This is an optimization exercise on Yosys and OpenROAD, whose aim is small area and a short achievable clock period, not a production implementation.
Only simulation tests tie the RTL to the original design; equivalence was not proved.
Power and IR drop assume default switching activity.

==> flow/design.v (outline; a module is shown in full before it is edited, if it fits) <==
// module fp32_mul: 1483 lines
// module fp32_mul_fa: 7 lines
// module fp32_mul_ha: 7 lines
module fp32_mul (
    input wire          clk         ,
    input wire          rst_n       ,
    input wire [31:0]   a           ,        
    input wire [31:0]   b           ,        
    input wire          in_valid    ,        
    output reg          out_valid   ,        
    output reg [31:0]   result               
);
  // ...
==> flow/flow/run.sh <==
#!/bin/bash
# The standard layout (standard.sh) with two changes: the ports are buffered
# by buf_2 cells instead of the default delay buffers, and the setup repair
# aims for a slack of 6.25 ns. Synthesis is unchanged.
set -euo pipefail
sed "s/SETUP_SLACK_MARGIN=[0-9.]*/SETUP_SLACK_MARGIN=6.25/" standard.sh > standard_margin.sh
bash standard_margin.sh BUFFER_PORTS_ARGS="-buffer_cell sky130_fd_sc_hd__buf_2" finish > flow_make.log 2>&1
==> flow/standard.sh <==
#!/bin/bash
# synth_recipe.tcl (not shown) runs the flow's synth.tcl, then flattens the netlist and writes it again
# the make line also repeats each setting of config.mk as NAME=value (left out here)
make -C /OpenROAD-flow-scripts/flow DESIGN_CONFIG=/design/flow/config.mk WORK_HOME=/design/flow/orfs CLKGATE_MAP_FILE= SYNTH_SCRIPT=/design/flow/synth_recipe.tcl "${@:-finish}"
==> flow/config.mk <==
export PLATFORM = sky130hd
export DESIGN_NAME = fp32_mul
export DESIGN_NICKNAME = fp32_mul
export VERILOG_FILES = /design/flow/design.v
export SDC_FILE = /design/flow/constraint.sdc
export NUM_CORES = 4
export LEC_CHECK = 0
export ABC_AREA = 1
export CAP_MARGIN = 20
export CORE_MARGIN = 2
export CORE_UTILIZATION = 40
export SETUP_SLACK_MARGIN = 5
export SLEW_MARGIN = 20
export SYNTH_HIERARCHICAL = 1
export SYNTH_MINIMUM_KEEP_SIZE = 0
==> flow/constraint.sdc <==
create_clock -name core_clock -period 10.0 [get_ports {clk}]
set_input_delay 2.0000 -clock core_clock [delete_from_list [all_inputs] [get_ports {clk}]]
set_output_delay 2.0000 -clock core_clock [all_outputs]
set_load 0.01 [all_outputs]
==> impl_metrics.yaml, run 1 <==
power:
  p_total_uw: 7720
  pwr-share-comb_pct: 75.4
  powerDensity_nw_per_um2: 277
  p_int_uw: 3720
  p_seq_uw: 1150
drt:
  wl_met2_um: 36500
  vias_per_cell: 5.98
  m1WireLength_um: 32000
  drt.antenna.violating_nets: 0
  detail_route.iter0.violations: 2631
synth:
  synthSimpleGateAreaFrac_pct: 19.1
  ys_types: 55
  synth_most_common_cell: "nand2_1"
  yosysWarnings: 7
sta:
  rsz0062_at_grt: "true"
  finalWorstSetupSlack_ns: 6.02
  timing.hold.ws_ns: 0.334
  tightest_slew_ns: 0.896
floorplan:
  num_tap_cells: 748
  placementRows: 86
  dieWidth_um: 240
  dieArea_um2: 57500
place:
  placed_cells: 3497
worst_setup_path:
  cp_max_fo: 12
  cp.depth: 13
  worstPathCellList: "buf_12 > nor2_1 > inv_1 > nand2_2 > nand2_4 > buf_12 > o22ai_1 > xor2_1 > fa_1 > fa_1 > fa_2 > fa_2 > fa_1"
  r2r_end: "s2_hb[29]"
  critPathMostFrequentCell: "fa_1"
  end_kind: "register"
clock_tree:
  root_buffer: "clkbuf_16"
final_layout:
  nNonClkBuffers: 287
  sh_seq_area_pct: 13.9
outcome:
  outcome: "finished clean"
global_route:
  track_usage_pct: 28.2
==> run 2: changes to the inputs <==
--- a/flow/design.v
+++ b/flow/design.v
@@ -147,37 +147,36 @@
     assign bsf[21] = (rsb[0] & cb[21]) | (rsb[1] & cb[20]) | (rsb[2] & cb[19]) | (rsb[3] & cb[18]);
     assign bsf[22] = (rsb[0] & cb[22]) | (rsb[1] & cb[21]) | (rsb[2] & cb[20]) | (rsb[3] & cb[19]);
     wire [4:0]  lza = {qsa[4] | qsa[5], qsa[2] | qsa[3], qsa[1] | qsa[3] | qsa[5],
                        rsa[2] | rsa[3], rsa[1] | rsa[3]};
     wire [4:0]  lzb = {qsb[4] | qsb[5], qsb[2] | qsb[3], qsb[1] | qsb[3] | qsb[5],
                        rsb[2] | rsb[3], rsb[1] | rsb[3]};
     reg         s1_valid;
     reg [22:0]  s1_xf, s1_yf;
-    reg [7:0]   s1_ea, s1_eb;
+    reg [8:0]   s1_esum;
     reg [4:0]   s1_lz;
     reg         s1_sign, s1_nan, s1_inf, s1_zero;
     always @(posedge clk or negedge rst_n) begin
         if (!rst_n) s1_valid <= 1'b0;
         else        s1_valid <= in_valid;
     end
     always @(posedge clk) begin
         s1_xf    <= asf;
         s1_yf    <= bsf;
-        s1_ea    <= {ea[7:1], ea[0] | a_e0};
-        s1_eb    <= {eb[7:1], eb[0] | b_e0};
+        s1_esum  <= {1'b0, ea[7:1], ea[0] | a_e0} + {1'b0, eb[7:1], eb[0] | b_e0};
         s1_lz    <= lza | lzb;
         s1_sign  <= a[31] ^ b[31];
         s1_nan   <= c_nan;
         s1_inf   <= c_inf;
         s1_zero  <= c_zero;
     end
     wire [23:0] xn  = {1'b1, s1_xf};
     wire [23:0] yn  = {1'b1, s1_yf};
-    wire [9:0]  e1  = {2'b0, s1_ea} + {2'b0, s1_eb} - 10'd127 - {5'd0, s1_lz};
+    wire [9:0]  e1  = {1'b0, s1_esum} - 10'd127 - {5'd0, s1_lz};
     wire [31:0] tzx_v = {8'hff, xn};
     wire tzx_a0_0 = tzx_v[0] | tzx_v[1];
     wire [0:0] tzx_z0_0 = ~tzx_v[0];
     wire tzx_a0_1 = tzx_v[2] | tzx_v[3];
     wire [0:0] tzx_z0_1 = ~tzx_v[2];
     wire tzx_a0_2 = tzx_v[4] | tzx_v[5];
     wire [0:0] tzx_z0_2 = ~tzx_v[4];
     wire tzx_a0_3 = tzx_v[6] | tzx_v[7];
==> flow/flow/run.sh (replaced) <==
#!/bin/bash
# The standard layout (standard.sh) with two changes: the ports are buffered
# by buf_2 cells instead of the default delay buffers, and the setup repair
# aims for a slack of 6 ns. Synthesis is unchanged.
set -euo pipefail
sed "s/SETUP_SLACK_MARGIN=[0-9.]*/SETUP_SLACK_MARGIN=6/" standard.sh > standard_margin.sh
bash standard_margin.sh BUFFER_PORTS_ARGS="-buffer_cell sky130_fd_sc_hd__buf_2" finish > flow_make.log 2>&1
==> impl_metrics.yaml, run 2 <==
power:
  swShare_pct: 51.7
  peakVddDrop_uv: 157
  p_seq_share_pct: 15.2
  p_int_uw: 3600
  p_leak_uw: 0.0112
  powerDensity_nw_per_um2: 288
  power.switching_uw: 3860
  pwr-share-clk_pct: 9.8
  pwr-share-comb_pct: 75.0
clock_tree:
  numCtsBuffers: 17
  clkTransAtPathRegs_ns: 0.09
  root_buffer: "clkbuf_16"
  clkLatencyLatePin_ns: 0.51
  htreeDepth: 4
  cts_tree: "built"
  clockBufferDepth: 2
  hold_buffers: 0
  cts.sinks: 183
place:
  placed_cells: 3434
  portBuffers: 99
  place_ws_ns: 4.28
  placed_cell_area_um2: 23100
  gp_congestion: 0.930
  hpwlAfterDp_um: 50300
worst_setup_path:
  end_kind: "register"
  cp_slowest_stage_delay_ns: 0.53
  path_class: "register to register"
  cpMaxStageDelayCell: "fa_2"
  crit_arrival_ns: 4.40
  critPathMostFrequentCell: "fa_1"
  worstPathCellList: "buf_12 > clkinvlp_4 > buf_4 > o21ai_2 > buf_6 > o22ai_1 > xor2_1 > fa_1 > fa_2 > fa_2 > fa_1 > fa_1"
  cp_max_fo: 12
  crit_required_ns: 10.38
  startpoint_type: "register"
final_layout:
  largest_reg_flops: 60
  syn_to_final_growth_pct: 17.3
  regMostFlops: "s2_hb"
  antenna-diode-count: 0
  finalInstanceArea_um2: 25900
  top_regs: "s2_hb (60), result (32)"
  nNetsFinal: 3292
  final_cell_mix: "nand2_1 (459), xor2_1 (287), o22ai_1 (264)"
  final_common_cell: "nand2_1"
  drive_above_1_share_pct: 17.3
  finalNonFillerCells: 3565
run:
  max-cap-violations: 0
sta:
  period_needed_ns: 4.02
  setup_viol: 0
  fin_skew_ns: 0.0145
  max_slew_margin_pct: 25.3
  tightest_slew_ns: 1.12
  fin_crit_sh_pct: 40.2
  final-max-slew-violation-count: 0
  timing.hold.ws_ns: 0.333
  rsz0062_at_grt: "true"
  max_freq_mhz: 249
  hold_violations: 0
  tns_ns: 0
  finalWorstSetupSlack_ns: 5.98
drt:
  wl_per_cell_um: 21.7
  vias_per_cell: 5.94
  met3_length_um: 7560
  top_layer_used: "met5"
  m1WireLength_um: 31500
  drt-pass1-iter-count: 7
  drc: 0
  num_vias: 21169
  wl_met2_um: 34800
  wirelength_um: 77200
  detail_route.iter0.violations: 2377
  drt.antenna.violating_nets: 0
synth:
  synth_seq_area_share_pct: 16.6
  syn_avg_cell_area_um2: 8.04
  synthCells: 2749
  ys_types: 53
  synth_ff_type: "dfxtp_1"
  synth_top_area_cell: "fa_1"
  async_flop_share_pct: 1.64
  yosys-top-cells-area: "fa_1 (24%), dfxtp_1 (16%), xor2_1 (11%), nand2_1 (8.3%), o22ai_1 (8.1%)"
  synth_most_common_cell: "nand2_1"
  yosysWarnings: 7
  ys_ff_latch: 183
  synth_common_cells: "nand2_1 (491), xor2_1 (287), o22ai_1 (285), fa_1 (267), inv_1 (254)"
  syn-cell-area_um2: 22100
  synthDominantCellAreaShare_pct: 24.2
  synth_edf_count: 0
global_route:
  track_usage_pct: 25.9
  grt_first_pass_wirelength_um: 115000
  grt-ovfl-total: 0
  antenna_found_initial: 1
  grt_max_degree: 31
  grt_pass1_vias: 20701
floorplan:
  core_area_um2: 54900
  dieArea_um2: 57100
  placementRows: 86
  dieWidth_um: 239
  start_util_pct: 40.3
  ioPinCount: 100
  dieHeight_um: 239
hold_path:
  hold_path_class: "register to register"
outcome:
  outcome: "finished clean"
==> run 2: cell types whose count changed in the layout (fill, tap and decap cells not counted), sizes merged, moves of 5 or more <==
cell	before	now
clkinvlp	30	18
nand3	128	120
xor2	277	287
nor2	199	184
nand2	535	521
dfxtp	187	180
fa	272	267
buf	275	191
a21oi	83	93
inv	288	277
nor4	7	14
ha	104	110
==> run 2: kinds of logic (layout without fill, tap and decap cells) <==
family	Yosys count	after routing	synth area share (%)
other	2	13	0.0340
adders and majority gates	377	377	30.4
xor gates and xnor gates	295	295	11.7
DFF	183	183	16.6
buffers and inverters	442	524	7.69
AOI/OAI and AO/OA	517	518	14.6
and+or+nand+nor	933	951	19.0
==> run 2: worst max-delay path, delay by kind of cell, from the launching register on <==
| kind | cells | cell delay, ns |
|---|---|---|
| adder cells (fa/ha/maj) | 5 | 2.41 |
| buffers and inverters | 4 | 0.59 |
| flip-flops | 1 | 0.37 |
| AO/OA/AOI/OAI | 2 | 0.28 |
| XOR/XNOR | 1 | 0.25 |
==> run 2: repair_timing <==
action | in CTS | in global routing
setup buffers | 20 | 38
setup endpoints to repair | 124 | 115
endpoints found under the hold margin | 0 | 0
pin swaps | 10 | 43
gates resized for setup | 123 | 153
cloned | 22 | 19
==> run 2: routing by layer <==
metal	track usage (%)	vias up
met1	33.3	10216
met2	40.9	1223
met5	0	-
met4	12.5	2
li1	-	9457
met3	6.27	271
==> run 2: final cells by class <==
type                    instances  area [um2]
clock buffers                  17         425
repair inverters                8        50.0
well taps                     704         881
repair buffers                203        1810
multi-input cells            2154       17700
flip-flops and latches        183        3710
fillers                      5252       28900
inverters                     281        1100
clock inverters                15         200
==> run 2: final timing paths <==
kind,slack [ns],start,cells past startpoint,endpoint
setup / recovery,5.98,s1_yf[21],12,s2_hb[23]
hold / removal,0.33,s1_sign,0,s2_sign
setup reg to reg,5.98,s1_yf[21],12,s2_hb[23]
hold reg to reg,0.33,s1_sign,0,s2_sign
max in group asynchronous,8.63,rst_n,1,s2_valid
min in group asynchronous,1.27,rst_n,1,out_valid
==> run 2: per-module statistics from Yosys, one instance, submodules excluded <==
module | cell area (um2) | cells inside | flip-flops and latches
fp32_mul | 16400 | 2453 | 183
fp32_mul_fa | 20.0 | 1 | 0
fp32_mul_ha | 12.5 | 1 | 0
==> run 2: stage by stage <==
step / power [uW] / utilization (%)
after floorplan: 5210 / -
after global placement: 6380 / 42.1
after detailed placement: 6510 / 42.2
after CTS: 7340 / 45.1
after global routing: 8320 / 47.3
final: 7460 / 47.3
==> run 2: power by group through the flow <==
| stage | clock (uW) | sequential [uW] | combinational [uW] |
|---|---|---|---|
| 3_3_place_gp | 0 | 1140 | 5240 |
| 6_report | 731 | 1140 | 5590 |
| 5_1_grt | 772 | 1160 | 6390 |
| 2_1_floorplan | 0 | 1140 | 4060 |
| 3_5_place_dp | 0 | 1150 | 5370 |
| 4_1_cts | 748 | 1140 | 5450 |
==> run 3: changes to the inputs <==
--- a/flow/config.mk
+++ b/flow/config.mk
@@ -13,3 +13,4 @@
 export SLEW_MARGIN = 20
 export SYNTH_HIERARCHICAL = 1
 export SYNTH_MINIMUM_KEEP_SIZE = 0
+export TNS_END_PERCENT = 5
==> impl_metrics.yaml, run 3 <==
outcome:
  outcome: "finished clean"
sta:
  rsz0062_at_grt: "true"
  fin_crit_sh_pct: 40.4
  max_slew_margin_pct: 25.8
  hold_violations: 0
  tns_ns: 0
  tightest_slew_ns: 1.11
  max_freq_mhz: 248
  setup_viol: 0
  period_needed_ns: 4.04
  final-max-slew-violation-count: 0
  fin_skew_ns: 0.0231
synth:
  synth_most_common_cell: "nand2_1"
  synth_ff_type: "dfxtp_1"
  synth_edf_count: 0
  yosysWarnings: 7
  ys_ff_latch: 183
  syn-cell-area_um2: 22100
  synth_seq_area_share_pct: 16.6
  synth_top_area_cell: "fa_1"
  ys_types: 53
  syn_avg_cell_area_um2: 8.04
  synthDominantCellAreaShare_pct: 24.2
  async_flop_share_pct: 1.64
  synth_common_cells: "nand2_1 (491), xor2_1 (287), o22ai_1 (285), fa_1 (267), inv_1 (254)"
  yosys-top-cells-area: "fa_1 (24%), dfxtp_1 (16%), xor2_1 (11%), nand2_1 (8.3%), o22ai_1 (8.1%)"
  synthCells: 2749
hold_path:
  hold_path_class: "register to register"
worst_setup_path:
  end_kind: "register"
  startpoint_type: "register"
  crit_required_ns: 10.38
  cp_max_fo: 23
  path_class: "register to register"
  crit_arrival_ns: 4.42
power:
  powerDensity_nw_per_um2: 292
  p_total_uw: 7370
  peakVddDrop_uv: 166
  p_leak_uw: 0.0110
place:
  placed_cells: 3436
  portBuffers: 99
  placed_cell_area_um2: 23200
  gp_congestion: 0.924
  hpwlAfterDp_um: 50400
floorplan:
  core_area_um2: 54900
  start_util_pct: 40.3
  ioPinCount: 100
  placementRows: 86
  dieArea_um2: 57100
  dieWidth_um: 239
  dieHeight_um: 239
drt:
  drt-pass1-iter-count: 6
  num_vias: 20850
  wl_per_cell_um: 21.0
  vias_per_cell: 5.89
  wirelength_um: 74500
  drc: 0
  drt.antenna.violating_nets: 0
  detail_route.iter0.violations: 2160
final_layout:
  largest_reg_flops: 60
  final_common_cell: "nand2_1"
  drive_above_1_share_pct: 14.6
  regMostFlops: "s2_hb"
  nNetsFinal: 3266
  finalInstanceArea_um2: 25300
  finalNonFillerCells: 3539
  final_cell_mix: "nand2_1 (463), xor2_1 (287), o22ai_1 (283)"
  fillerInstances: 5317
  antenna-diode-count: 0
  fin_util_pct: 46.1
  syn_to_final_growth_pct: 14.4
  top_regs: "s2_hb (60), result (32)"
clock_tree:
  clockBufferDepth: 2
  clkLatencyLatePin_ns: 0.52
  cts.sinks: 183
  htreeDepth: 4
  cts_tree: "built"
  numCtsBuffers: 17
  clkTransAtPathRegs_ns: 0.09
  root_buffer: "clkbuf_16"
global_route:
  grt_first_pass_wirelength_um: 113000
  track_usage_pct: 25.3
  antenna_found_initial: 0
  grt_pass1_vias: 20448
  grt_max_degree: 31
  grt-ovfl-total: 0
run:
  max-cap-violations: 0
run 3: layout make-up:
cell class	instances	area [um2]	area share [%]
timing repair inverter	7	42.5	0.168
tap	704	881	3.48
inverter	281	1090	4.32
timing repair buffer	181	1550	6.11
clock buffer	17	425	1.68
clock inverter	15	201	0.796
multi-input combinational	2151	17400	68.8
sequential	183	3700	14.6
run 3: worst paths after layout:
| path | start | to | slack [ns] | depth (start not counted) |
|---|---|---|---|---|
| worst max-delay path | s1_yf[13] | s2_hb[21] | 5.96 | 12 |
| worst min-delay path | s1_sign | s2_sign | 0.33 | 0 |
| worst max register to register | s1_yf[13] | s2_hb[21] | 5.96 | 12 |
| worst min register to register | s1_sign | s2_sign | 0.33 | 0 |
| max in group asynchronous | rst_n | s1_valid | 8.62 | 1 |
| min in group asynchronous | rst_n | out_valid | 1.28 | 1 |
run 3: Yosys stat by module, one instance, submodules excluded:
| module | copies in the design | area (um2) | flip-flops and latches | cells inside |
|---|---|---|---|---|
| fp32_mul | 1 | 16400 | 183 | 2453 |
| fp32_mul_fa | 264 | 20.0 | 0 | 1 |
| fp32_mul_ha | 32 | 12.5 | 0 | 1 |
run 3: critical path: stages, from the launching register on:
cell and delay, ns:
dfxtp_2 0.43, buf_12 0.22, inv_1 0.14, nand2_1 0.10
nand2_1 0.10, buf_12 0.18, o22ai_1 0.16, xor2_1 0.28
fa_1 0.45, fa_1 0.49, fa_1 0.41, fa_1 0.51
fa_1 0.40
run 3: logic make-up (layout without fill, tap and decap cells):
group / count (synthesis) / in the layout / share of synthesized area, %
compound gates: 517 / 518 / 14.6
xor+xnor: 295 / 295 / 11.7
fa+ha+maj: 377 / 377 / 30.4
buf+inv: 442 / 501 / 7.69
flops: 183 / 183 / 16.6
other cells: 2 / 13 / 0.0340
simple gates: 933 / 948 / 19.0
run 3: metrics by stage:
step / hold WS, ns / worst slack [ns]
global route: 0.342 / 5.87
floorplan: 0.310 / 5.94
global placement: 0.311 / 4.14
finish: 0.331 / 5.96
CTS: 0.332 / 5.93
detailed placement: 0.312 / 4.13
run 3: repair_timing:
action                     in CTS  in global routing
resized for setup             111                 90
pin swaps                      12                 20
hold buffers                    0                  0
setup endpoints to repair     126                129
gates cloned                   19                 15
buffers inserted               18                 19
run 3: routing by layer:
metal | vias to the layer above | global-route usage, % | wire, um
met1 | 10092 | 32.8 | 30300
met2 | 1148 | 40.5 | 34200
met5 | - | 0 | 0
met3 | 222 | 5.58 | 6860
li1 | 9388 | - | -
met4 | 0 | 11.1 | 3140
run 3: where the power goes:
group,switching (uW),internal [uW]
clock network,374,363
logic,3330,2170
registers,99.3,1040
total,3810,3570
==> run 4: changes to the inputs <==
--- a/flow/config.mk
+++ b/flow/config.mk
@@ -13,4 +13,4 @@
 export SLEW_MARGIN = 20
 export SYNTH_HIERARCHICAL = 1
 export SYNTH_MINIMUM_KEEP_SIZE = 0
-export TNS_END_PERCENT = 5
+export TNS_END_PERCENT = 10
==> impl_metrics.yaml, run 4 <==
outcome:
  outcome: "finished clean"
sta:
  setup_viol: 0
  timing.hold.ws_ns: 0.331
  final-max-slew-violation-count: 0
  tightest_slew_ns: 1.11
  period_needed_ns: 4.04
  tns_ns: 0
  max_freq_mhz: 248
  fin_crit_sh_pct: 40.4
  rsz0062_at_grt: "true"
  hold_violations: 0
  max_slew_margin_pct: 25.8
  fin_skew_ns: 0.0231
synth:
  synth_edf_count: 0
  ys_types: 53
  synthDominantCellAreaShare_pct: 24.2
  yosysWarnings: 7
  synth_common_cells: "nand2_1 (491), xor2_1 (287), o22ai_1 (285), fa_1 (267), inv_1 (254)"
  synth_top_area_cell: "fa_1"
  syn-cell-area_um2: 22100
  syn_avg_cell_area_um2: 8.04
  synth_ff_type: "dfxtp_1"
  synth_most_common_cell: "nand2_1"
  async_flop_share_pct: 1.64
  ys_ff_latch: 183
  yosys-top-cells-area: "fa_1 (24%), dfxtp_1 (16%), xor2_1 (11%), nand2_1 (8.3%), o22ai_1 (8.1%)"
  synth_seq_area_share_pct: 16.6
  synthCells: 2749
clock_tree:
  htreeDepth: 4
  clkTransAtPathRegs_ns: 0.09
  cts_tree: "built"
  clkLatencyLatePin_ns: 0.52
  numCtsBuffers: 17
  clockBufferDepth: 2
  root_buffer: "clkbuf_16"
  cts.sinks: 183
worst_setup_path:
  critPathMostFrequentCell: "fa_1"
  crit_family: "adder cells"
  cp_slowest_stage_delay_ns: 0.51
  path_class: "register to register"
  startpoint_type: "register"
  crit_arrival_ns: 4.42
  rr_worst_depth: 12
  r2r-start: "s1_yf[13]"
  cpMaxStageDelayCell: "fa_1"
  r2r_end: "s2_hb[21]"
  cp_max_fo: 23
  regToRegSetupSlack_ns: 5.96
  end_kind: "register"
  worstPathCellList: "buf_12 > inv_1 > nand2_1 > nand2_1 > buf_12 > o22ai_1 > xor2_1 > fa_1 > fa_1 > fa_1 > fa_1 > fa_1"
  cp_num_buf_inv: 3
  crit_required_ns: 10.38
place:
  placed_cell_area_um2: 23200
  portBuffers: 99
  gp_congestion: 0.924
  hpwlAfterDp_um: 50400
drt:
  drt-pass1-iter-count: 6
  wirelength_um: 74500
  wl_per_cell_um: 21.0
  vias_per_cell: 5.89
  num_vias: 20850
  drc: 0
  drt.antenna.violating_nets: 0
  detail_route.iter0.violations: 2160
run:
  max-cap-violations: 0
final_layout:
  syn_to_final_growth_pct: 14.4
  antenna-diode-count: 0
  finalInstanceArea_um2: 25300
  final_cell_mix: "nand2_1 (463), xor2_1 (287), o22ai_1 (283)"
  drive_above_1_share_pct: 14.6
  final_common_cell: "nand2_1"
  largest_reg_flops: 60
  regMostFlops: "s2_hb"
  top_regs: "s2_hb (60), result (32)"
  fillerInstances: 5317
  nNetsFinal: 3266
hold_path:
  hold_path_class: "register to register"
  hold_depth: 0
  min_to: "s2_sign"
  min_from: "s1_sign"
global_route:
  track_usage_pct: 25.3
  grt_pass1_vias: 20448
  antenna_found_initial: 0
  grt-ovfl-total: 0
  grt_max_degree: 31
  grt_first_pass_wirelength_um: 113000
floorplan:
  placementRows: 86
  core_area_um2: 54900
  dieWidth_um: 239
  ioPinCount: 100
  start_util_pct: 40.3
  dieHeight_um: 239
  dieArea_um2: 57100
power:
  p_leak_uw: 0.0110
  powerDensity_nw_per_um2: 292
  peakVddDrop_uv: 166
## run 4: cell counts after synthesis
No cell type changed its count.
## run 4: layout make-up
type / instances / area [um2] / area share [%]
repair inverters: 7 / 42.5 / 0.168
flip-flops and latches: 183 / 3700 / 14.6
well taps: 704 / 881 / 3.48
repair buffers: 181 / 1550 / 6.11
multi-input cells: 2151 / 17400 / 68.8
clock inverters: 15 / 201 / 0.796
clock buffers: 17 / 425 / 1.68
inverters: 281 / 1090 / 4.32
## run 4: worst max path at each step
| stage | from | endpoint | slack (ns) | depth (start not counted) |
|---|---|---|---|---|
| floorplan | s1_yf[1] | s2_lg[4] | 5.94 | 14 |
| global placement | b[28] | s1_yf[1] | 4.14 | 14 |
| detailed placement | b[24] | s1_yf[5] | 4.13 | 13 |
| CTS | a[24] | s1_xf[10] | 5.93 | 15 |
| global route | s1_yf[21] | s2_hb[27] | 5.87 | 11 |
| finish | s1_yf[13] | s2_hb[21] | 5.96 | 12 |
## run 4: Yosys stat by module, one instance, submodules excluded
module,flops+latches,cells inside
fp32_mul,183,2453
fp32_mul_fa,0,1
fp32_mul_ha,0,1
## run 4: where the power goes
group	leakage, uW	internal, uW	switching (uW)	total (uW)
logic	0.00914	2170	3330	5500
clock network	0.000305	363	374	737
registers	0.00155	1040	99.3	1140
## run 4: what timing repair did
item,in CTS,in global routing
endpoints found under the setup margin,126,129
endpoints found under the hold margin,0,0
gates cloned,19,15
pin swaps,12,20
hold buffers,0,0
resized for setup,111,90
buffers inserted,18,19
## run 4: per-layer routing
layer | part of all wire, % | routed length (um) | vias up | GRT usage, %
li1 | - | - | 9388 | -
met5 | 0 | 0 | - | 0
met2 | 46 | 34200 | 1148 | 40.5
met1 | 41 | 30300 | 10092 | 32.8
met3 | 9.2 | 6860 | 222 | 5.58
met4 | 4.2 | 3140 | 0 | 11.1
## run 4: worst register-to-register path, stage by stage, from the launching register on
cell     delay (ns)
dfxtp_2        0.43
buf_12         0.22
inv_1          0.15
nand2_1        0.10
nand2_1        0.10
buf_12         0.18
o22ai_1        0.17
xor2_1         0.28
fa_1           0.45
fa_1           0.49
fa_1           0.41
fa_1           0.51
fa_1           0.40
## run 4: metrics by stage
step / total power, uW / std cells / setup WS (ns) / utilization [%]
2_1_floorplan: 5210 / 2760 / 5.94 / -
3_3_place_gp: 6390 / 3436 / 4.14 / 42.2
3_5_place_dp: 6530 / 3436 / 4.13 / 42.2
4_1_cts: 7350 / 3505 / 5.93 / 44.8
5_1_grt: 8240 / 3539 / 5.87 / 46.1
6_report: 7370 / 3539 / 5.96 / 46.1
## run 4: cell families after synthesis
kind of cell	count (synthesis)	share of synthesized area, %
adder cells (fa/ha/maj)	377	30.4
XOR/XNOR	295	11.7
AND/OR/NAND/NOR	933	19.0
buffers and inverters	442	7.69
flip-flops	183	16.6
AO/OA/AOI/OAI	517	14.6
other	2	0.0340
==> run 5: changes to the inputs <==
--- a/flow/config.mk
+++ b/flow/config.mk
@@ -9,6 +9,7 @@
 export CAP_MARGIN = 20
 export CORE_MARGIN = 2
 export CORE_UTILIZATION = 40
+export GPL_TIMING_DRIVEN = 0
 export SETUP_SLACK_MARGIN = 5
 export SLEW_MARGIN = 20
 export SYNTH_HIERARCHICAL = 1
==> impl_metrics.yaml, run 5 <==
place:
  portBuffers: 99
  hpwlAfterDp_um: 63800
  gp_congestion: 1.02
  place_ws_ns: 4.88
sta:
  tns_ns: 0
  finalWorstSetupSlack_ns: 5.95
  tightest_slew_ns: 0.879
  rsz0062_at_grt: "true"
  fin_skew_ns: 0.0175
  fin_crit_sh_pct: 40.5
  max_slew_margin_pct: 41.4
  hold_violations: 0
  final-max-slew-violation-count: 0
  max_freq_mhz: 247
  period_needed_ns: 4.05
  setup_viol: 0
power:
  powerDensity_nw_per_um2: 295
  p_leak_uw: 0.0112
  peakVddDrop_uv: 156
clock_tree:
  clkTransAtPathRegs_ns: 0.09
  cts_tree: "built"
  cts.sinks: 183
  root_buffer: "clkbuf_16"
  numCtsBuffers: 17
  hold_buffers: 0
  htreeDepth: 4
  clockBufferDepth: 2
  clkLatencyLatePin_ns: 0.51
drt:
  drt-pass1-iter-count: 6
  wirelength_um: 79900
  drt.antenna.violating_nets: 0
  wl_per_cell_um: 22.1
  num_vias: 21083
  drc: 0
  detail_route.iter0.violations: 2356
  vias_per_cell: 5.83
worst_setup_path:
  worstPathCellList: "clkbuf_16 > nand2_1 > nand2_2 > buf_2 > o22ai_1 > xor2_1 > fa_2 > fa_1 > fa_2 > fa_1 > fa_1"
  crit_required_ns: 10.38
  path_class: "register to register"
  cp_max_fo: 10
  critPathMostFrequentCell: "fa_1"
  crit_arrival_ns: 4.43
  cpMaxStageDelayCell: "fa_1"
  startpoint_type: "register"
  cp_slowest_stage_delay_ns: 0.59
  end_kind: "register"
synth:
  synth_top_area_cell: "fa_1"
  ys_ff_latch: 183
  yosysWarnings: 7
  syn-cell-area_um2: 22100
  ys_types: 53
  async_flop_share_pct: 1.64
  synth_edf_count: 0
  syn_avg_cell_area_um2: 8.04
  synth_most_common_cell: "nand2_1"
  yosys-top-cells-area: "fa_1 (24%), dfxtp_1 (16%), xor2_1 (11%), nand2_1 (8.3%), o22ai_1 (8.1%)"
  synth_common_cells: "nand2_1 (491), xor2_1 (287), o22ai_1 (285), fa_1 (267), inv_1 (254)"
  synthDominantCellAreaShare_pct: 24.2
  synthCells: 2749
  synth_ff_type: "dfxtp_1"
  synth_seq_area_share_pct: 16.6
final_layout:
  top_regs: "s2_hb (60), result (32)"
  drive_above_1_share_pct: 16.9
  regMostFlops: "s2_hb"
  nNetsFinal: 3343
  antenna-diode-count: 0
  largest_reg_flops: 60
  final_cell_mix: "nand2_1 (468), xor2_1 (283), o22ai_1 (265)"
  fillerInstances: 5411
  final_common_cell: "nand2_1"
  syn_to_final_growth_pct: 15.2
floorplan:
  placementRows: 86
  dieArea_um2: 57100
  dieHeight_um: 239
  core_area_um2: 54900
  start_util_pct: 40.3
  dieWidth_um: 239
  ioPinCount: 100
hold_path:
  hold_path_class: "register to register"
run:
  max-cap-violations: 0
global_route:
  grt_first_pass_wirelength_um: 121000
  grt_pass1_vias: 20915
  antenna_found_initial: 0
  grt-ovfl-total: 0
  grt_max_degree: 24
  track_usage_pct: 28.0
outcome:
  outcome: "finished clean"
==> run 5: cell counts after synthesis <==
No cell type changed its count.
==> run 5: report_power, final <==
part	total [uW]	internal [uW]	switching [uW]
clock	731	354	377
sequential	1130	1040	97.2
combinational	5640	2230	3410
==> run 5: final timing paths <==
| path | cells past startpoint | slack [ns] | end | startpoint |
|---|---|---|---|---|
| worst max-delay path | 11 | 5.95 | s2_hb[19] | s1_yf[13] |
| worst min-delay path | 0 | 0.33 | s2_inf | s1_inf |
| worst max register to register | 11 | 5.95 | s2_hb[19] | s1_yf[13] |
| worst min register to register | 0 | 0.33 | s2_inf | s1_inf |
| max in group asynchronous | 1 | 8.63 | s1_valid | rst_n |
| min in group asynchronous | 1 | 1.27 | out_valid | rst_n |
==> run 5: what timing repair did <==
action | CTS | global route
endpoints found under the setup margin | 104 | 80
resized for setup | 247 | 153
buffers inserted | 4 | 16
gates cloned | 0 | 1
pin swaps | 9 | 41
==> run 5: routing by layer <==
metal  track usage [%]  share of wire, %  wire (um)
met2              44.0                45      35900
met5                 0                 0          0
met4              12.9               4.7       3750
met3              5.83               9.1       7260
met1              36.8                41      33000
==> run 5: cell families (layout without fill, tap and decap cells) <==
family	count (synthesis)	in the layout	share of synthesized area (%)
AOI/OAI and AO/OA	517	517	14.6
xor gates and xnor gates	295	295	11.7
adders and majority gates	377	377	30.4
buffers and inverters	442	594	7.69
DFF	183	183	16.6
other	2	13	0.0340
and+or+nand+nor	933	933	19.0
==> run 5: final cells by class <==
class                   instances  area, um2  share of cell area [%]
well taps                     704        881                    3.46
clock buffers                  17        425                    1.67
repair buffers                120        671                    2.63
flip-flops and latches        183       3720                    14.6
clock inverters                15        224                   0.880
inverters                     281       1090                    4.27
multi-input cells            2135      17300                    68.1
plain buffers                 161       1130                    4.44
==> run 5: metrics by stage <==
stage	total power (uW)	instance area, um2	cells	utilization [%]	hold slack, ns
3_5_place_dp	6630	23500	3563	42.9	0.312
2_1_floorplan	5210	22200	2760	-	0.310
5_1_grt	8380	25500	3616	46.4	0.342
4_1_cts	7450	24900	3599	45.3	0.334
3_3_place_gp	6490	23500	3563	42.9	0.310
6_report	7500	25500	3616	46.4	0.334
==> run 5: Yosys stat by module, one instance, submodules excluded <==
module,cell area (um2),times used,flops+latches,cells inside
fp32_mul,16400,1,183,2453
fp32_mul_ha,12.5,32,0,1
fp32_mul_fa,20.0,264,0,1
==> run 5: worst max-delay path, delay by kind of cell (launching register included) <==
kind	cells	cell delay, ns
AOI/OAI and AO/OA	1	0.13
xor gates and xnor gates	1	0.19
adders and majority gates	5	2.37
buffers and inverters	2	0.49
DFF	1	0.40
and+or+nand+nor	2	0.34
==> run 6: changes to the inputs <==
--- a/flow/config.mk
+++ b/flow/config.mk
@@ -8,8 +8,7 @@
 export ABC_AREA = 1
 export CAP_MARGIN = 20
 export CORE_MARGIN = 2
-export CORE_UTILIZATION = 40
-export GPL_TIMING_DRIVEN = 0
+export CORE_UTILIZATION = 35
 export SETUP_SLACK_MARGIN = 5
 export SLEW_MARGIN = 20
 export SYNTH_HIERARCHICAL = 1
==> impl_metrics.yaml, run 6 <==
outcome:
  outcome: "finished clean"
clock_tree:
  htreeDepth: 4
  clockBufferDepth: 2
  cts_tree: "built"
  clkTransAtPathRegs_ns: 0.08
  root_buffer: "clkbuf_16"
  numCtsBuffers: 17
  clkLatencyLatePin_ns: 0.48
  hold_buffers: 0
  cts.sinks: 183
drt:
  drt-pass1-iter-count: 6
  num_vias: 20516
  wl_per_cell_um: 20.4
  drt.antenna.violating_nets: 0
  vias_per_cell: 5.55
  drc: 0
  wirelength_um: 75600
  detail_route.iter0.violations: 2064
sta:
  fin_crit_sh_pct: 40.4
  fin_skew_ns: 0.0158
  setup_viol: 0
  finalWorstSetupSlack_ns: 5.96
  period_needed_ns: 4.04
  tightest_slew_ns: 1.08
  final-max-slew-violation-count: 0
  rsz0062_at_grt: "true"
  max_freq_mhz: 248
  tns_ns: 0
  max_slew_margin_pct: 27.7
  hold_violations: 0
worst_setup_path:
  cp_max_fo: 15
  startpoint_type: "register"
  cp-endpoint: "s2_hb[17]"
  crit_required_ns: 10.33
  regToRegSetupSlack_ns: 5.96
  crit_arrival_ns: 4.37
  r2r_end: "s2_hb[17]"
  cpMaxStageDelayCell: "fa_1"
  r2r-start: "s1_yf[19]"
  cp_num_buf_inv: 2
  end_kind: "register"
  crit_start: "s1_yf[19]"
  worstPathCellList: "buf_12 > nor2_2 > o21ai_2 > buf_6 > o22ai_1 > xor2_1 > fa_1 > fa_1 > fa_1 > fa_1 > fa_1"
  cp.depth: 11
  crit_family: "adder cells"
  cp_slowest_stage_delay_ns: 0.57
  rr_worst_depth: 11
  critPathMostFrequentCell: "fa_1"
  path_class: "register to register"
synth:
  ys_types: 53
  syn-cell-area_um2: 22100
  yosys-top-cells-area: "fa_1 (24%), dfxtp_1 (16%), xor2_1 (11%), nand2_1 (8.3%), o22ai_1 (8.1%)"
  synth_common_cells: "nand2_1 (491), xor2_1 (287), o22ai_1 (285), fa_1 (267), inv_1 (254)"
  synth_seq_area_share_pct: 16.6
  synthDominantCellAreaShare_pct: 24.2
  synth_most_common_cell: "nand2_1"
  yosysWarnings: 7
  synthCells: 2749
  synth_ff_type: "dfxtp_1"
  synth_edf_count: 0
  ys_ff_latch: 183
  synth_top_area_cell: "fa_1"
  syn_avg_cell_area_um2: 8.04
  async_flop_share_pct: 1.64
hold_path:
  hold_path_class: "register to register"
place:
  placed_cell_area_um2: 23400
  portBuffers: 99
  gp_congestion: 0.938
  hpwlAfterDp_um: 49600
  place_ws_ns: 4.36
global_route:
  grt-ovfl-total: 0
  antenna_found_initial: 0
  grt_pass1_vias: 19555
  grt_first_pass_wirelength_um: 112000
  grt_max_degree: 32
  track_usage_pct: 22.2
floorplan:
  placementRows: 92
  ioPinCount: 100
  core_area_um2: 62700
  dieArea_um2: 65200
  dieHeight_um: 255
  dieWidth_um: 255
  start_util_pct: 35.2
final_layout:
  final_common_cell: "nand2_1"
  final_cell_mix: "nand2_1 (471), xor2_1 (287), o22ai_1 (282)"
  largest_reg_flops: 60
  finalInstanceArea_um2: 25700
  drive_above_1_share_pct: 15.3
  antenna-diode-count: 0
  nNetsFinal: 3284
  syn_to_final_growth_pct: 16.2
  fin_util_pct: 40.9
  top_regs: "s2_hb (60), result (32)"
  regMostFlops: "s2_hb"
power:
  peakVddDrop_uv: 147
  p_total_uw: 7580
  p_leak_uw: 0.0111
  powerDensity_nw_per_um2: 295
run:
  max-cap-violations: 0
run 6: timing repair:
item | CTS | global route
pin swaps | 6 | 30
buffers inserted | 19 | 31
setup endpoints to repair | 114 | 117
gates resized for setup | 93 | 113
gates cloned | 12 | 16
run 6: worst min path at each step:
stage,endpoint,startpoint,cells past startpoint,slack [ns]
5_1_grt,s2_zero,s1_zero,0,0.35
3_5_place_dp,s2_inf,s1_inf,0,0.31
6_report,s2_inf,s1_inf,0,0.33
4_1_cts,s2_inf,s1_inf,0,0.33
2_1_floorplan,s2_inf,s1_inf,0,0.31
3_3_place_gp,s2_sign,s1_sign,0,0.31
run 6: final cells by class:
type | count | area, um2
Inverter | 281 | 1100
Multi-Input combinational cell | 2144 | 17300
Clock buffer | 17 | 425
Sequential cell | 183 | 3720
Timing Repair Buffer | 208 | 1830
Tap cell | 846 | 1060
Fill cell | 6209 | 37000
Timing Repair inverter | 5 | 27.5
Clock inverter | 15 | 233
run 6: cell families (layout without fill, tap and decap cells):
| family | Yosys count | in the layout | share of synthesized area [%] |
|---|---|---|---|
| and+or+nand+nor | 933 | 941 | 19.0 |
| other | 2 | 13 | 0.0340 |
| xor gates and xnor gates | 295 | 295 | 11.7 |
| AOI/OAI and AO/OA | 517 | 518 | 14.6 |
| buffers and inverters | 442 | 526 | 7.69 |
| DFF | 183 | 183 | 16.6 |
| adders and majority gates | 377 | 377 | 30.4 |
run 6: power breakdown:
part	switching (uW)	internal [uW]
sequential	119	1040
combinational	3410	2260
clock	381	374
total	3900	3670
run 6: per-layer routing:
metal / routed length (um) / part of all wire (%) / vias to the layer above / track usage (%)
met3: 7190 / 9.5 / 232 / 4.17
met4: 3870 / 5.1 / 0 / 9.51
li1: - / - / 9446 / -
met1: 30500 / 40 / 9733 / 28.8
met5: 0 / 0 / - / 0
met2: 34000 / 45 / 1105 / 36.2
run 6: per-module statistics from Yosys, one instance, submodules excluded:
module | flip-flops and latches | area [um2] | cells
fp32_mul | 183 | 16400 | 2453
fp32_mul_fa | 0 | 20.0 | 1
fp32_mul_ha | 0 | 12.5 | 1
run 6: through the flow:
stage / cells / hold WS [ns]
5_1_grt: 3699 / 0.349
3_3_place_gp: 3589 / 0.312
2_1_floorplan: 2760 / 0.310
3_5_place_dp: 3589 / 0.314
4_1_cts: 3652 / 0.335
6_report: 3699 / 0.335
==> run 7: changes to the inputs <==
--- a/flow/config.mk
+++ b/flow/config.mk
@@ -8,7 +8,7 @@
 export ABC_AREA = 1
 export CAP_MARGIN = 20
 export CORE_MARGIN = 2
-export CORE_UTILIZATION = 35
+export CORE_UTILIZATION = 45
 export SETUP_SLACK_MARGIN = 5
 export SLEW_MARGIN = 20
 export SYNTH_HIERARCHICAL = 1
==> impl_metrics.yaml, run 7 <==
sta:
  final-max-slew-violation-count: 0
  finalWorstSetupSlack_ns: 5.93
  max_slew_margin_pct: 27.5
  tns_ns: 0
  fin_skew_ns: 0.0168
  period_needed_ns: 4.07
  setup_viol: 0
  fin_crit_sh_pct: 40.7
  max_freq_mhz: 246
  tightest_slew_ns: 1.08
  hold_violations: 0
  rsz0062_at_grt: "true"
  timing.hold.ws_ns: 0.327
final_layout:
  antenna-diode-count: 0
  fillerInstances: 4645
  regMostFlops: "s2_hb"
  nNetsFinal: 3255
  syn_to_final_growth_pct: 13.6
  top_regs: "s2_hb (60), result (32)"
  drive_above_1_share_pct: 14.4
  largest_reg_flops: 60
  final_cell_mix: "nand2_1 (460), xor2_1 (287), o22ai_1 (281)"
  final_common_cell: "nand2_1"
  fin_util_pct: 51.5
synth:
  synth_top_area_cell: "fa_1"
  synthDominantCellAreaShare_pct: 24.2
  ys_types: 53
  async_flop_share_pct: 1.64
  ys_ff_latch: 183
  synth_ff_type: "dfxtp_1"
  synth_seq_area_share_pct: 16.6
  synth_most_common_cell: "nand2_1"
  synth_common_cells: "nand2_1 (491), xor2_1 (287), o22ai_1 (285), fa_1 (267), inv_1 (254)"
  yosys-top-cells-area: "fa_1 (24%), dfxtp_1 (16%), xor2_1 (11%), nand2_1 (8.3%), o22ai_1 (8.1%)"
  synthCells: 2749
  synth_edf_count: 0
  yosysWarnings: 7
  syn-cell-area_um2: 22100
  syn_avg_cell_area_um2: 8.04
place:
  portBuffers: 99
  hpwlAfterDp_um: 49800
  place_ws_ns: 4.15
  gp_congestion: 0.900
drt:
  drt-pass1-iter-count: 5
  vias_per_cell: 5.96
  num_vias: 20800
  wl_per_cell_um: 21.0
  wirelength_um: 73100
  drc: 0
  detail_route.iter0.violations: 2085
  drt.antenna.violating_nets: 0
floorplan:
  start_util_pct: 45.3
  dieWidth_um: 226
  dieHeight_um: 226
  core_area_um2: 48700
  ioPinCount: 100
  dieArea_um2: 50900
  placementRows: 81
global_route:
  grt_first_pass_wirelength_um: 110000
  grt_pass1_vias: 20166
  antenna_found_initial: 0
  grt-ovfl-total: 0
  track_usage_pct: 27.8
  grt_max_degree: 32
worst_setup_path:
  path_class: "register to register"
  cp_max_fo: 12
  crit_required_ns: 10.37
  crit_start: "s1_xf[11]"
  rr_worst_depth: 8
  r2r-start: "s1_xf[11]"
  startpoint_type: "register"
  regToRegSetupSlack_ns: 5.93
  cp-endpoint: "s2_hb[17]"
  r2r_end: "s2_hb[17]"
  crit_arrival_ns: 4.44
  end_kind: "register"
power:
  peakVddDrop_uv: 161
  powerDensity_nw_per_um2: 292
  p_leak_uw: 0.0109
  p_total_uw: 7330
clock_tree:
  clkTransAtPathRegs_ns: 0.08
  cts_tree: "built"
  clkLatencyLatePin_ns: 0.50
  numCtsBuffers: 17
  cts.sinks: 183
  htreeDepth: 4
  clockBufferDepth: 2
  root_buffer: "clkbuf_16"
hold_path:
  hold_path_class: "register to register"
run:
  max-cap-violations: 0
outcome:
  outcome: "finished clean"
## run 7: where the power goes
part	internal (uW)	switching (uW)	total, uW
combinational	2160	3330	5490
clock	358	340	698
sequential	1040	104	1140
total	3560	3770	7330
## run 7: cell type report
cell class                      instances  area, um2  area share [%]
Sequential cell                       183       3690            14.7
Clock buffer                           18        429            1.71
Timing Repair inverter                  8       47.5           0.189
Tap cell                              664        831            3.31
Timing Repair Buffer                  171       1410            5.61
Multi-Input combinational cell       2149      17400            69.4
Clock inverter                         14        178           0.708
Inverter                              281       1090            4.35
## run 7: per-stage QoR
step,std cells,cell area [um2]
after global placement,3393,23100
after detailed placement,3393,23100
after global routing,3488,25100
after floorplan,2760,22200
final,3488,25100
after CTS,3453,24300
## run 7: worst min path at each step
| stage | slack (ns) | end | cells past startpoint | start |
|---|---|---|---|---|
| 5_1_grt | 0.33 | s2_sign | 0 | s1_sign |
| 4_1_cts | 0.33 | s2_sign | 0 | s1_sign |
| 2_1_floorplan | 0.31 | s2_inf | 0 | s1_inf |
| 3_5_place_dp | 0.31 | s2_sign | 0 | s1_sign |
| 6_report | 0.33 | s2_sign | 0 | s1_sign |
| 3_3_place_gp | 0.31 | s2_sign | 0 | s1_sign |
## run 7: worst max-delay path, cell delays in order, from the launching register on
cell and delay [ns]:
dfxtp_1 0.65, clkinvlp_4 0.50, o22ai_1 0.28, xor2_1 0.14
fa_1 0.47, fa_1 0.54, fa_1 0.44, fa_1 0.53
fa_1 0.40
## run 7: timing repair
item                                   4_1_cts  5_1_grt
hold buffers                                 0        0
endpoints found under the hold margin        0        0
buffers inserted                            14       17
cloned                                      14       18
pin swaps                                    7       18
resized for setup                           99       92
setup endpoints to repair                  122      114
## run 7: cells by family after synthesis
family	Yosys count	synth area share, %
flops	183	16.6
other cells	2	0.0340
xor+xnor	295	11.7
fa+ha+maj	377	30.4
simple gates	933	19.0
compound gates	517	14.6
buf+inv	442	7.69
## run 7: layer usage
| layer | up-vias | GRT usage (%) | share of wire (%) |
|---|---|---|---|
| met5 | - | 0 | 0 |
| met4 | 0 | 11.4 | 4.5 |
| met3 | 231 | 5.46 | 9.1 |
| met2 | 1134 | 43.9 | 45 |
| met1 | 10072 | 37.2 | 42 |
| li1 | 9363 | - | - |
## run 7: Yosys stat by module, one instance, submodules excluded
module | flip-flops and latches | times used
fp32_mul_fa | 0 | 264
fp32_mul | 183 | 1
fp32_mul_ha | 0 | 32
==> run 8: changes to the inputs <==
--- a/flow/config.mk
+++ b/flow/config.mk
@@ -6,11 +6,11 @@
 export NUM_CORES = 4
 export LEC_CHECK = 0
 export ABC_AREA = 1
-export CAP_MARGIN = 20
+export CAP_MARGIN = 10
 export CORE_MARGIN = 2
-export CORE_UTILIZATION = 45
+export CORE_UTILIZATION = 40
 export SETUP_SLACK_MARGIN = 5
-export SLEW_MARGIN = 20
+export SLEW_MARGIN = 10
 export SYNTH_HIERARCHICAL = 1
 export SYNTH_MINIMUM_KEEP_SIZE = 0
 export TNS_END_PERCENT = 10
==> impl_metrics.yaml, run 8 <==
synth:
  synth_compound_area_share_pct: 14.6
  synth_top_family_by_area: "adder cells"
  synthCells: 2749
  synth_ff_type: "dfxtp_1"
  synthMuxAreaShare_pct: 0
  yosysWarnings: 7
  synth_edf_count: 0
  synthAdderAreaFrac_pct: 30.4
  ys_ff_latch: 183
  synth_seq_area_share_pct: 16.6
  ys_types: 53
  async_flop_share_pct: 1.64
  syn-cell-area_um2: 22100
  synth_common_cells: "nand2_1 (491), xor2_1 (287), o22ai_1 (285), fa_1 (267), inv_1 (254)"
  synthDominantCellAreaShare_pct: 24.2
  yosys-top-cells-area: "fa_1 (24%), dfxtp_1 (16%), xor2_1 (11%), nand2_1 (8.3%), o22ai_1 (8.1%)"
  synth_most_common_cell: "nand2_1"
  synthSimpleGateAreaFrac_pct: 19.0
  syn_avg_cell_area_um2: 8.04
  synthXorXnorAreaFrac_pct: 11.7
  synth_top_area_cell: "fa_1"
place:
  place_ws_ns: 3.99
  gp_congestion: 0.924
  placed_cell_area_um2: 23100
  portBuffers: 99
  hpwlAfterDp_um: 50300
drt:
  drt.antenna.violating_nets: 0
  vias_per_cell: 5.85
  drt-pass1-iter-count: 5
  drc: 0
  detail_route.iter0.violations: 1935
  num_vias: 20545
  wl_per_cell_um: 20.5
  wirelength_um: 72100
global_route:
  grt-ovfl-total: 0
  antenna_found_initial: 0
  track_usage_pct: 25.1
  grt_pass1_vias: 20291
  grt_first_pass_wirelength_um: 112000
  grt_max_degree: 31
final_layout:
  regMostFlops: "s2_hb"
  nNetsFinal: 3241
  antenna-diode-count: 0
  top_regs: "s2_hb (60), result (32)"
  final_common_cell: "nand2_1"
  syn_to_final_growth_pct: 11.8
  largest_reg_flops: 60
  final_cell_mix: "nand2_1 (476), xor2_1 (287), o22ai_1 (285)"
  finalInstanceArea_um2: 24700
  multi_input_area_um2: 17200
  seqCellArea_um2: 3680
  fillerInstances: 5372
  drive_above_1_share_pct: 12.5
floorplan:
  dieHeight_um: 239
  start_util_pct: 40.3
  dieArea_um2: 57100
  ioPinCount: 100
  placementRows: 86
  dieWidth_um: 239
  core_area_um2: 54900
sta:
  max_freq_mhz: 240
  fin_crit_sh_pct: 41.7
  fin_skew_ns: 0.0214
  period_needed_ns: 4.17
  rsz0062_at_grt: "true"
  tightest_slew_ns: 1.04
  hold_violations: 0
  final-max-slew-violation-count: 0
  max_slew_margin_pct: 30.5
  setup_viol: 0
  finalWorstSetupSlack_ns: 5.83
  tns_ns: 0
hold_path:
  min_from: "s1_sign"
  min_to: "s2_sign"
  hold_depth: 0
  hold_path_class: "register to register"
clock_tree:
  cts.sinks: 183
  clockBufferDepth: 2
  clkLatencyLatePin_ns: 0.51
  htreeDepth: 4
  hold_buffers: 0
  root_buffer: "clkbuf_16"
  clkTransAtPathRegs_ns: 0.10
  numCtsBuffers: 17
  cts_tree: "built"
worst_setup_path:
  end_kind: "register"
  r2r_end: "s2_hb[13]"
  rr_worst_depth: 12
  regToRegSetupSlack_ns: 5.83
  path_class: "register to register"
  startpoint_type: "register"
  cp_max_fo: 30
  crit_arrival_ns: 4.54
  crit_required_ns: 10.37
  r2r-start: "s1_yf[13]"
outcome:
  outcome: "finished clean"
power:
  powerDensity_nw_per_um2: 297
  p_leak_uw: 0.0108
  peakVddDrop_uv: 159
  p_total_uw: 7340
run:
  max-cap-violations: 0
## run 8: cell count changes in the layout (fill, tap and decap cells not counted), sizes merged
cell,previous run,this run
clkbuf,25,18
clkinvlp,18,11
nand2,520,517
buf,162,160
inv,271,275
nor2,180,179
clkinv,13,14
bufbuf,2,3
## run 8: worst max-delay path, cell delays in order (launching register included)
cell     delay (ns)
dfxtp_1        0.37
buf_12         0.27
inv_1          0.18
nand2_1        0.11
nand2_1        0.06
buf_6          0.19
o22ai_1        0.18
xor2_1         0.22
fa_1           0.48
fa_1           0.50
fa_1           0.48
fa_1           0.55
fa_1           0.41
## run 8: how the worst max path moves through the flow
stage / cells past startpoint / end / start
finish: 12 / s2_hb[13] / s1_yf[13]
global route: 13 / s2_lg[3] / s1_yf[3]
CTS: 12 / s2_hb[13] / s1_yf[7]
detailed placement: 14 / s1_yf[1] / b[29]
global placement: 14 / s1_yf[1] / b[28]
floorplan: 14 / s2_lg[4] / s1_yf[1]
## run 8: cell families (layout without fill, tap and decap cells)
kind of cell,Yosys count,count (layout)
AND/OR/NAND/NOR,933,942
adder cells (fa/ha/maj),377,377
other,2,13
XOR/XNOR,295,295
AO/OA/AOI/OAI,517,518
buffers and inverters,442,482
flip-flops,183,183
## run 8: metrics by stage
| step | instances | hold WS (ns) | utilization [%] |
|---|---|---|---|
| final | 3514 | 0.331 | 45.0 |
| after global routing | 3514 | 0.350 | 45.0 |
| after CTS | 3502 | 0.331 | 44.7 |
| after detailed placement | 3436 | 0.312 | 42.2 |
| after global placement | 3436 | 0.311 | 42.2 |
| after floorplan | 2760 | 0.310 | - |
## run 8: report_power, final
group,total (uW),internal [uW],switching [uW]
combinational,5470,2150,3320
clock,741,370,370
sequential,1130,1040,96.6
total,7340,3560,3790
## run 8: layer usage
| metal | share of wire (%) | vias up | track usage (%) |
|---|---|---|---|
| li1 | - | 9332 | - |
| met1 | 41 | 9997 | 32.9 |
| met2 | 46 | 1027 | 40.0 |
| met3 | 8.7 | 189 | 5.43 |
| met4 | 3.9 | 0 | 11.1 |
| met5 | 0 | - | 0 |
## run 8: area by class of cell
| cell class | instances | area share (%) |
|---|---|---|
| clock buffer | 18 | 1.78 |
| clock inverter | 14 | 0.795 |
| inverter | 281 | 4.37 |
| multi-input combinational | 2145 | 69.5 |
| sequential | 183 | 14.9 |
| tap | 704 | 3.56 |
| timing repair buffer | 163 | 4.95 |
| timing repair inverter | 6 | 0.152 |
## run 8: timing repair
action,CTS,global route
endpoints found under the hold margin,0,0
buffers inserted,17,10
resized for setup,108,14
gates cloned,17,2
pin swaps,10,5
setup endpoints to repair,121,126
## run 8: Yosys stat by module (local to each module, per instance)
module       flops+latches  times used
fp32_mul_ha              0          32
fp32_mul               183           1
fp32_mul_fa              0         264
==> run 9: changes to the inputs <==
==> flow/flow/run.sh (replaced) <==
#!/bin/bash
# The standard layout (standard.sh) with two changes: the ports are buffered
# by buf_2 cells instead of the default delay buffers, and the setup repair
# aims for a slack of 5.85 ns. Synthesis is unchanged.
set -euo pipefail
sed "s/SETUP_SLACK_MARGIN=[0-9.]*/SETUP_SLACK_MARGIN=5.85/" standard.sh > standard_margin.sh
bash standard_margin.sh BUFFER_PORTS_ARGS="-buffer_cell sky130_fd_sc_hd__buf_2" finish > flow_make.log 2>&1
--- a/flow/config.mk
+++ b/flow/config.mk
@@ -6,11 +6,11 @@
 export NUM_CORES = 4
 export LEC_CHECK = 0
 export ABC_AREA = 1
-export CAP_MARGIN = 10
+export CAP_MARGIN = 20
 export CORE_MARGIN = 2
 export CORE_UTILIZATION = 40
 export SETUP_SLACK_MARGIN = 5
-export SLEW_MARGIN = 10
+export SLEW_MARGIN = 20
 export SYNTH_HIERARCHICAL = 1
 export SYNTH_MINIMUM_KEEP_SIZE = 0
 export TNS_END_PERCENT = 10
==> impl_metrics.yaml, run 9 <==
outcome:
  outcome: "finished clean"
power:
  peakVddDrop_uv: 176
  p_leak_uw: 0.0109
  powerDensity_nw_per_um2: 293
place:
  gp_congestion: 0.912
  placed_cells: 3434
  portBuffers: 99
  place_ws_ns: 4.02
  hpwlAfterDp_um: 50100
final_layout:
  top_regs: "s2_hb (60), result (32)"
  final_common_cell: "nand2_1"
  antenna-diode-count: 0
  drive_above_1_share_pct: 13.5
  finalNonFillerCells: 3529
  nNetsFinal: 3256
  syn_to_final_growth_pct: 13.1
  final_cell_mix: "nand2_1 (473), xor2_1 (287), o22ai_1 (284)"
  largest_reg_flops: 60
  fin_util_pct: 45.6
  regMostFlops: "s2_hb"
worst_setup_path:
  critPathMostFrequentCell: "fa_1"
  cp_max_fo: 30
  end_kind: "register"
  cpMaxStageDelayCell: "fa_1"
  crit_required_ns: 10.34
  worstPathCellList: "buf_12 > nand2_1 > nand2_1 > o21ai_1 > buf_4 > o22ai_1 > xor2_1 > fa_1 > fa_1 > fa_1 > fa_1 > fa_1"
  startpoint_type: "register"
  crit_arrival_ns: 4.56
  regToRegSetupSlack_ns: 5.79
  cp_slowest_stage_delay_ns: 0.55
  path_class: "register to register"
  rr_worst_depth: 12
synth:
  async_flop_share_pct: 1.64
  synthCells: 2749
  synthDominantCellAreaShare_pct: 24.2
  syn_avg_cell_area_um2: 8.04
  syn-cell-area_um2: 22100
  synth_most_common_cell: "nand2_1"
  ys_types: 53
  yosysWarnings: 7
  synth_top_area_cell: "fa_1"
  synth_edf_count: 0
  yosys-top-cells-area: "fa_1 (24%), dfxtp_1 (16%), xor2_1 (11%), nand2_1 (8.3%), o22ai_1 (8.1%)"
  synth_seq_area_share_pct: 16.6
  synth_common_cells: "nand2_1 (491), xor2_1 (287), o22ai_1 (285), fa_1 (267), inv_1 (254)"
  synth_ff_type: "dfxtp_1"
  ys_ff_latch: 183
drt:
  drc: 0
  drt.antenna.violating_nets: 0
  wl_per_cell_um: 20.5
  drt-pass1-iter-count: 6
  wirelength_um: 72300
  num_vias: 20652
  detail_route.iter0.violations: 2148
  vias_per_cell: 5.85
sta:
  tns_ns: 0
  setup_viol: 0
  finalWorstSetupSlack_ns: 5.79
  fin_crit_sh_pct: 42.1
  max_slew_margin_pct: 39.6
  final-max-slew-violation-count: 0
  hold_violations: 0
  rsz0062_at_grt: "true"
  tightest_slew_ns: 0.906
  period_needed_ns: 4.21
  fin_skew_ns: 0.0186
  max_freq_mhz: 237
global_route:
  grt_pass1_vias: 20135
  grt-ovfl-total: 0
  grt_max_degree: 32
  grt_first_pass_wirelength_um: 111000
  antenna_found_initial: 0
  track_usage_pct: 24.5
clock_tree:
  root_buffer: "clkbuf_16"
  clkLatencyLatePin_ns: 0.47
  clkTransAtPathRegs_ns: 0.08
  clockBufferDepth: 2
  cts_tree: "built"
  cts.sinks: 183
  htreeDepth: 4
  numCtsBuffers: 17
  hold_buffers: 0
floorplan:
  placementRows: 86
  start_util_pct: 40.3
  dieArea_um2: 57100
  dieHeight_um: 239
  core_area_um2: 54900
  ioPinCount: 100
  dieWidth_um: 239
hold_path:
  hold_path_class: "register to register"
  hold_depth: 0
run:
  max-cap-violations: 0
-- run 9: cells by family after synthesis --
family	synth area share (%)
other cells	0.0340
simple gates	19.0
compound gates	14.6
xor+xnor	11.7
fa+ha+maj	30.4
buf+inv	7.69
flops	16.6
-- run 9: final cells by class --
cell class	count	area (um2)
clock buffer	17	425
clock inverter	15	201
fill	5378	29900
inverter	281	1090
multi-input combinational	2148	17300
sequential	183	3690
tap	704	881
timing repair buffer	175	1370
timing repair inverter	6	35.0
-- run 9: where the power goes --
group / total (uW) / leakage [uW] / internal, uW / switching, uW
Combinational: 5460 / 0.00901 / 2140 / 3320
Sequential: 1140 / 0.00154 / 1040 / 100
Clock: 720 / 0.000303 / 348 / 372
-- run 9: final timing paths --
check	endpoint	startpoint
setup / recovery	s2_hb[13]	s1_yf[19]
hold / removal	s2_nan	s1_nan
setup reg to reg	s2_hb[13]	s1_yf[19]
hold reg to reg	s2_nan	s1_nan
max in group asynchronous	out_valid	rst_n
min in group asynchronous	s1_valid	rst_n
-- run 9: stage by stage --
stage | power, uW | area [um2] | hold WS (ns)
3_5_place_dp | 6540 | 23100 | 0.314
3_3_place_gp | 6420 | 23100 | 0.310
6_report | 7310 | 25000 | 0.327
5_1_grt | 8180 | 25000 | 0.338
2_1_floorplan | 5200 | 22100 | 0.310
4_1_cts | 7310 | 24200 | 0.330
-- run 9: Yosys stat by module (local to each module, per instance) --
module,flops+latches,area [um2],cells inside
fp32_mul,183,16400,2453
fp32_mul_fa,0,20.0,1
fp32_mul_ha,0,12.5,1
-- run 9: routing by layer --
metal  track usage [%]  part of all wire, %
met2              39.6                   46
met3              4.65                  9.1
met1              32.0                   41
met5                 0                    0
met4              10.9                  3.9
-- run 9: what timing repair did --
item / 4_1_cts / 5_1_grt
setup buffers: 3 / 33
pin swaps: 8 / 13
setup endpoints to repair: 96 / 113
gates resized for setup: 77 / 87
cloned: 9 / 18
-- run 9: critical path, delay by kind of cell (launching register included) --
kind                     cells  cell delay [ns]
adder cells (fa/ha/maj)      5             2.42
AO/OA/AOI/OAI                2             0.28
buffers and inverters        2             0.48
flip-flops                   1             0.36
AND/OR/NAND/NOR              2             0.25
XOR/XNOR                     1             0.25
==> run 10: changes to the inputs <==
==> flow/flow/run.sh (replaced) <==
#!/bin/bash
# The standard layout (standard.sh) with two changes: the ports are buffered
# by buf_2 cells instead of the default delay buffers, and the setup repair
# aims for a slack of 6.15 ns. Synthesis is unchanged.
set -euo pipefail
sed "s/SETUP_SLACK_MARGIN=[0-9.]*/SETUP_SLACK_MARGIN=6.15/" standard.sh > standard_margin.sh
bash standard_margin.sh BUFFER_PORTS_ARGS="-buffer_cell sky130_fd_sc_hd__buf_2" finish > flow_make.log 2>&1
==> impl_metrics.yaml, run 10 <==
hold_path:
  hold_depth: 0
  hold_path_class: "register to register"
  min_from: "s1_nan"
  min_to: "s2_nan"
clock_tree:
  clockBufferDepth: 2
  clkLatencyLatePin_ns: 0.50
  htreeDepth: 4
  cts.sinks: 183
  cts_tree: "built"
  numCtsBuffers: 17
  clkTransAtPathRegs_ns: 0.08
  hold_buffers: 0
  root_buffer: "clkbuf_16"
floorplan:
  core_area_um2: 54900
  placementRows: 86
  ioPinCount: 100
  dieWidth_um: 239
  start_util_pct: 40.3
  dieHeight_um: 239
  dieArea_um2: 57100
global_route:
  gr-usage-met3_pct: 5.51
  track_usage_pct: 25.9
  grt_pass1_vias: 20857
  grt_use_met2_pct: 41.4
  antenna_found_initial: 1
  grt_max_degree: 31
  grt_use_met1_pct: 33.2
  gr-max-usage-layer: "met2"
  grt-ovfl-total: 0
  grt_first_pass_wirelength_um: 116000
sta:
  tns_ns: 0
  period_needed_ns: 3.99
  fin_crit_sh_pct: 39.9
  tightest_slew_ns: 1.26
  fin_skew_ns: 0.0193
  max_slew_margin_pct: 15.9
  max_freq_mhz: 251
  final-max-slew-violation-count: 0
  rsz0062_at_grt: "true"
  setup_viol: 0
  hold_violations: 0
drt:
  drt-pass1-iter-count: 6
  drt.antenna.violating_nets: 0
  wl_per_cell_um: 21.2
  wirelength_um: 75600
  num_vias: 21038
  drc: 0
  detail_route.iter0.violations: 2247
  vias_per_cell: 5.89
outcome:
  outcome: "finished clean"
worst_setup_path:
  path_class: "register to register"
  crit_required_ns: 10.37
  rr_worst_depth: 12
  end_kind: "register"
  crit_arrival_ns: 4.36
  regToRegSetupSlack_ns: 6.01
  r2r-start: "s1_yf[3]"
  r2r_end: "s2_hb[17]"
  startpoint_type: "register"
  cp_max_fo: 15
synth:
  synth_top_area_cell: "fa_1"
  syn_avg_cell_area_um2: 8.04
  synth_seq_area_share_pct: 16.6
  synth_edf_count: 0
  synth_ff_type: "dfxtp_1"
  async_flop_share_pct: 1.64
  synth_common_cells: "nand2_1 (491), xor2_1 (287), o22ai_1 (285), fa_1 (267), inv_1 (254)"
  ys_ff_latch: 183
  yosys-top-cells-area: "fa_1 (24%), dfxtp_1 (16%), xor2_1 (11%), nand2_1 (8.3%), o22ai_1 (8.1%)"
  yosysWarnings: 7
  synth_most_common_cell: "nand2_1"
  synthDominantCellAreaShare_pct: 24.2
  ys_types: 53
  syn-cell-area_um2: 22100
  synthCells: 2749
final_layout:
  syn_to_final_growth_pct: 17.3
  top_regs: "s2_hb (60), result (32)"
  regMostFlops: "s2_hb"
  nNetsFinal: 3297
  drive_above_1_share_pct: 16.7
  finalNonFillerCells: 3571
  final_cell_mix: "nand2_1 (457), xor2_1 (287), o22ai_1 (278)"
  final_common_cell: "nand2_1"
  finalInstanceArea_um2: 25900
  largest_reg_flops: 60
power:
  p_total_uw: 7440
  peakVddDrop_uv: 154
  p_leak_uw: 0.0113
  powerDensity_nw_per_um2: 287
run:
  max-cap-violations: 0
place:
  portBuffers: 99
  placed_cell_area_um2: 23200
  hpwlAfterDp_um: 49900
  placed_cells: 3435
  gp_congestion: 0.935
==> run 10: cell types whose count changed in the layout (fill, tap and decap cells not counted), moves of 6 or more <==
cell	previous run	this run
buf_12	12	20
nand2_8	5	12
fa_1	266	247
dfxtp_1	173	165
o22ai_2	1	7
bufbuf_16	1	9
nand2_4	13	28
nand2_1	473	457
fa_2	1	20
buf_4	48	71
o22ai_1	284	278
==> run 10: cells by family after synthesis <==
logic type / count (synthesis) / synth area share, %
AO/OA/AOI/OAI: 517 / 14.6
XOR/XNOR: 295 / 11.7
adder cells (fa/ha/maj): 377 / 30.4
buffers and inverters: 442 / 7.69
flip-flops: 183 / 16.6
other: 2 / 0.0340
AND/OR/NAND/NOR: 933 / 19.0
==> run 10: power breakdown <==
part | switching, uW | internal (uW)
registers | 99.2 | 1040
clock network | 366 | 346
logic | 3380 | 2220
==> run 10: area by class of cell <==
type	count	area, um2
fillers	5290	29000
multi-input cells	2157	17700
flip-flops and latches	183	3710
repair buffers	208	1850
inverters	281	1090
well taps	704	881
clock buffers	17	425
clock inverters	15	221
repair inverters	5	30.0
diodes	1	2.50
==> run 10: metal layers <==
layer | vias to the layer above | share of wire [%] | wire (um)
met5 | - | 0.013 | 10
met4 | 2 | 4.6 | 3510
met3 | 241 | 9.6 | 7300
met2 | 1198 | 45 | 34400
met1 | 10109 | 40 | 30400
li1 | 9488 | - | -
==> run 10: worst max-delay path by stage <==
stage | startpoint | endpoint | slack (ns) | depth (start not counted)
after floorplan | b[24] | s1_yf[22] | 6.12 | 15
after global placement | b[26] | s1_yf[21] | 4.18 | 15
after detailed placement | b[28] | s1_yf[21] | 4.11 | 15
after CTS | s1_yf[21] | s2_hb[19] | 6.06 | 12
after global routing | s1_yf[3] | s2_lg[3] | 5.96 | 14
final | s1_yf[3] | s2_hb[17] | 6.01 | 12
==> run 10: per-module statistics from Yosys, one instance, submodules excluded <==
module / copies in the design / flip-flops and latches
fp32_mul_fa: 264 / 0
fp32_mul: 1 / 183
fp32_mul_ha: 32 / 0
==> run 10: metrics by stage <==
step	setup slack (ns)	hold WS, ns	utilization [%]
2_1_floorplan	6.12	0.310	-
3_3_place_gp	4.18	0.312	42.2
3_5_place_dp	4.11	0.313	42.3
4_1_cts	6.06	0.334	45.9
5_1_grt	5.96	0.336	47.2
6_report	6.01	0.333	47.2
==> run 10: worst max-delay path: stages, from the launching register on <==
cell	delay, ns
dfxtp_2	0.38
buf_12	0.18
nor2_1	0.08
inv_2	0.13
buf_12	0.12
nand2_8	0.09
o22ai_1	0.26
xor2_1	0.23
fa_2	0.52
fa_1	0.51
fa_1	0.40
fa_1	0.53
fa_1	0.40
==> run 10: what timing repair did <==
item / in CTS / in global routing
setup endpoints to repair: 136 / 127
gates resized for setup: 171 / 73
gates cloned: 28 / 11
setup buffers: 28 / 36
pin swaps: 20 / 39

-- re-timing with driven ports --
The flow's constraints put no driver on any port. The routed layouts listed below were extracted and timed again, unchanged, in two steps. Step 1 sets driving cells, clkbuf_16 on the clock port and buf_2 on the other inputs (assumed; they add their load-dependent delay and slew). Step 2, shift: input delay + t, output delay - t, t = (earliest + latest rising clock arrival at the registers) / 2. This alone moves slack from input paths to output paths. a / b / c = ideal / step 1 / step 2; a / b = the first two.
run	t, ns	setup WS [ns]
run 1	0.566	6.024 / 6.024 / 5.759
run 2	0.557	5.979 / 5.979 / 5.585
run 3	0.566	5.964 / 5.964 / 5.520
run 4	0.566	5.964 / 5.964 / 5.520
run 5	0.558	5.949 / 5.949 / 5.534
run 6	0.526	5.960 / 5.960 / 5.603
run 7	0.547	5.929 / 5.929 / 5.528
run 8	0.557	5.829 / 5.829 / 5.355
run 9	0.516	5.786 / 5.786 / 5.441
run 10	0.548	6.012 / 6.012 / 5.652
After both steps setup and hold are still met in every run listed.
